Source: an optimization exercise on an open RTL-to-GDS flow (aim: a short achievable clock period and few clock cycles). Production flows keep margins and buffers that such runs may drop.
Only simulation tests tie the RTL to the original design; equivalence was not proved.
Power figures rest on the tool's default switching activity, not on a simulated workload.

== run 1 ==
## cpu_top
module cpu_top (DIN, Resetn, Clock, Run, Done, BusWires, debug_reg0, debug_reg1,
debug_reg2, debug_reg3, debug_reg4, debug_reg5, debug_reg6, debug_reg7);
For scale: roughly 94 I/O pins, ~0.015 mm² of cells after synthesis.
Settings: LEC_CHECK=0, CAP_MARGIN=20, CORE_MARGIN=2, CORE_UTILIZATION=50, PLACE_DENSITY=0.7, SETUP_SLACK_MARGIN=3.0, SLEW_MARGIN=20, SYNTH_HIERARCHICAL=1, SYNTH_MINIMUM_KEEP_SIZE=0; clock period 7.5 ns.
run.sh (not shown) runs the stock make flow with config.mk's settings and CLKGATE_MAP_FILE= SYNTH_SCRIPT=/design/flow/synth_recipe.tcl, a recipe that flattens the netlist after the stock synthesis.
Run 1 did not stop at any stage, and its layout met the timing, DRC and antenna checks.
Testbench counts of run 1, summed over its fixed seeds: cycles 20,055.
> inputs changed (run 1 -> run 2)
# run 1
export LEC_CHECK = 0
export CAP_MARGIN = 20
export CORE_MARGIN = 2
export CORE_UTILIZATION = 50
export PLACE_DENSITY = 0.7
export SETUP_SLACK_MARGIN = 3.0
export SLEW_MARGIN = 20
export SYNTH_HIERARCHICAL = 1
export SYNTH_MINIMUM_KEEP_SIZE = 0
create_clock -name core_clock -period 7.5 [get_ports {Clock}]
# run 2
export LEC_CHECK = 0
export CAP_MARGIN = 20
export CORE_MARGIN = 2
export CORE_UTILIZATION = 50
export PLACE_DENSITY = 0.7
export SETUP_SLACK_MARGIN = 5
export SLEW_MARGIN = 20
export SYNTH_HIERARCHICAL = 1
export SYNTH_MINIMUM_KEEP_SIZE = 0
create_clock -name core_clock -period 7.5 [get_ports {Clock}]
Results
- Run 2 vs. run 1: shortest clock period the worst path allows after layout rose by 0.0034 ns, power in combinational cells rose by about 30%.
- Going from run 1 to run 2, the number of iterations in the first detailed-routing pass was found to have gone up by 3.
- Run comparison: run 2 master of the slowest instance on the critical path sky130_fd_sc_hd__nor4b_4; run 1 master of the slowest instance on the critical path sky130_fd_sc_hd__and4b_4
Changes in run 3 relative to run 2:
# run 2
export LEC_CHECK = 0
export CAP_MARGIN = 20
export CORE_MARGIN = 2
export CORE_UTILIZATION = 50
export PLACE_DENSITY = 0.7
export SETUP_SLACK_MARGIN = 5
export SLEW_MARGIN = 20
export SYNTH_HIERARCHICAL = 1
export SYNTH_MINIMUM_KEEP_SIZE = 0
create_clock -name core_clock -period 7.5 [get_ports {Clock}]
# run 3
export LEC_CHECK = 0
export CAP_MARGIN = 20
export CORE_MARGIN = 2
export CORE_UTILIZATION = 50
export PLACE_DENSITY = 0.7
export SETUP_SLACK_MARGIN = 2.5
export SLEW_MARGIN = 20
export SYNTH_HIERARCHICAL = 1
export SYNTH_MINIMUM_KEEP_SIZE = 0
create_clock -name core_clock -period 7.5 [get_ports {Clock}]
==> comparison <==
From run 2 to run 3 the numbers moved as follows: sequential power held steady; clock buffer instance count of the final layout fell by 2; largest net degree at the start of global routing went up about 5.6%; combinational power fell by 16%. Re number of vias in the routed layout: run 3 is about 10% down on run 2. Total chip power ends up higher on run 2. Summary of run 3 over run 2: final worst hold slack now sits at about the same level; data-path buffer share of cell area in the final layout dropped 6.3 points.
For run 4, these inputs were changed with respect to run 3:
# run 3
export LEC_CHECK = 0
export CAP_MARGIN = 20
export CORE_MARGIN = 2
export CORE_UTILIZATION = 50
export PLACE_DENSITY = 0.7
export SETUP_SLACK_MARGIN = 2.5
export SLEW_MARGIN = 20
export SYNTH_HIERARCHICAL = 1
export SYNTH_MINIMUM_KEEP_SIZE = 0
create_clock -name core_clock -period 7.5 [get_ports {Clock}]
# run 4
export LEC_CHECK = 0
export CAP_MARGIN = 20
export CORE_MARGIN = 2
export CORE_UTILIZATION = 55
export PLACE_DENSITY = 0.8
export SETUP_SLACK_MARGIN = 3.5
export SLEW_MARGIN = 20
export SYNTH_HIERARCHICAL = 1
export SYNTH_MINIMUM_KEEP_SIZE = 0
create_clock -name core_clock -period 7.5 [get_ports {Clock}]
## What came out
Going from run 3 to run 4, number of post-CTS setup repair buffers moved down; fmax moved down; final critical-path required period moved up. Run 4: cell count 37 below run 3.

========
## run A
Starting RTL as in the previous note.
Settings: LEC_CHECK=0, CAP_MARGIN=20, CORE_MARGIN=2, CORE_UTILIZATION=50, PLACE_DENSITY=0.7, SETUP_SLACK_MARGIN=3.5, SLEW_MARGIN=20, SYNTH_HIERARCHICAL=1, SYNTH_MINIMUM_KEEP_SIZE=0; clock period 7.5 ns.
standard.sh (not shown) runs the stock make flow with config.mk's settings and CLKGATE_MAP_FILE= SYNTH_SCRIPT=/design/flow/synth_recipe.tcl, a recipe that flattens the netlist after the stock synthesis.
==> flow/flow/run.sh <==
#!/bin/bash
# The standard layout, with the resizer free to pick any equivalent cell
# (not only ones of the same footprint) when it repairs timing.
set -euo pipefail
bash standard.sh MATCH_CELL_FOOTPRINT=0 finish > layout.log 2>&1
Testbench counts of run A, summed over its fixed seeds: cycles 20,055.
The following lists how run B was set up differently from run A:
- an added GPL_ROUTABILITY_DRIVEN of 0
==> flow/run.sh (new file) <==
#!/bin/bash
# synth_recipe.tcl (not shown) runs the flow's synth.tcl, then flattens the netlist and writes it again
# the make line also repeats each setting of config.mk as NAME=value (left out here)
make -C /OpenROAD-flow-scripts/flow DESIGN_CONFIG=/design/flow/config.mk WORK_HOME=/design/flow/orfs CLKGATE_MAP_FILE= SYNTH_SCRIPT=/design/flow/synth_recipe.tcl finish
removed: flow/flow/run.sh
removed: flow/standard.sh
[summary]
Run B was carried through to the last stage, and its layout satisfied the timing, DRC and antenna checks. Taking run B as 1.0, run A lands at 0.944 on combinational cell power. Looking at run A and run B, the clock slew at the register clock pins of the worst setup and hold paths is a wash. Proportion of power drawn by the clock network was higher in the run labelled run B. Total stage count of the critical path was higher in the run labelled run B.
### run B -> run C
- a deleted GPL_ROUTABILITY_DRIVEN that had been 0
Findings:
Compared to run B, run C has count of non-CTS inverters in the layout 1 higher.
From run B to run C the numbers moved as follows: worst setup timing slack at the placement stage grew by 0.22 ns, amount of wire on met2 after detailed routing now sits lower.
Slew at the pin closest to its max-slew limit (run C over run B): increase, 0.15 ns
NOTE: core utilization in run C falls short of that of run B
Run C completed end to end with timing, DRC and antenna clean.
Going from run B to run C, detailed-route wire length shrinks by 5.4%.
Comparing run B and run C, the lower number of post-CTS setup repair buffers was measured on run C.
Run B and run C ended up with roughly the same via count of the first global-routing pass.
Looking at clock-buffer cell count, run C sits about 5% below run B.
Comparing run B and run C, global-route usage is lower on run B.
Of the two values seen for capture point of the critical path, g_ltx[1].g_lty[4].g_pair.lt_q was produced by run B and BusWires[7] by run C.
Modified inputs, run D compared to run C
- swapping 3.5 for 2.0 in SETUP_SLACK_MARGIN
Results
Per the comparison of run D with run C, final instance area now sits higher; clock skew now sits at about the same level; fmax now sits lower; worst slew slack as a fraction of its limit now sits lower. In run D, the clock power share came out 1.5 points above the value in run C. The lower number of vias per cell after detailed routing of run D and run C is in run C. Looking at global-route track usage on met3, run D sits above run C.

## static timing again, ports no longer ideal
In the flow no input, the clock included, has a driving cell. The finished layouts below were timed again as built, in two steps.
Step 1: set_driving_cell puts a clkbuf_16 on Clock and a buf_2 on each other input, an assumption about the parent block.
Step 2 moves the port delays by t, midway between the first and last clock arrival at a register: inputs arrive t later, outputs are due t later. That takes back most of the time a late clock gives input paths.
Slacks: ideal / step 1 / step 2; pairs: ideal / step 1.
run	t (ns)	setup WS [ns]	worst setup path at the end
run 1	0.512	1.596 / 1.527 / 1.231	input to register
run 2	0.510	1.592 / 1.537 / 1.088	input to register
run 3	0.520	1.802 / 1.625 / 1.170	input to register
run 4	0.489	1.638 / 1.590 / 1.322	input to register
run A	0.495	1.669 / 1.560 / 1.200	input to register
run B	0.491	1.308 / 1.265 / 0.808	input to register
run C	0.497	1.686 / 1.593 / 1.285	input to register
run D	0.501	1.429 / 1.261 / 0.934	input to register
After both steps every run listed still meets setup and hold. For run 3, which loses most, drivers alone change the setup slack by -0.177 ns; drivers and shift together by -0.632 ns.
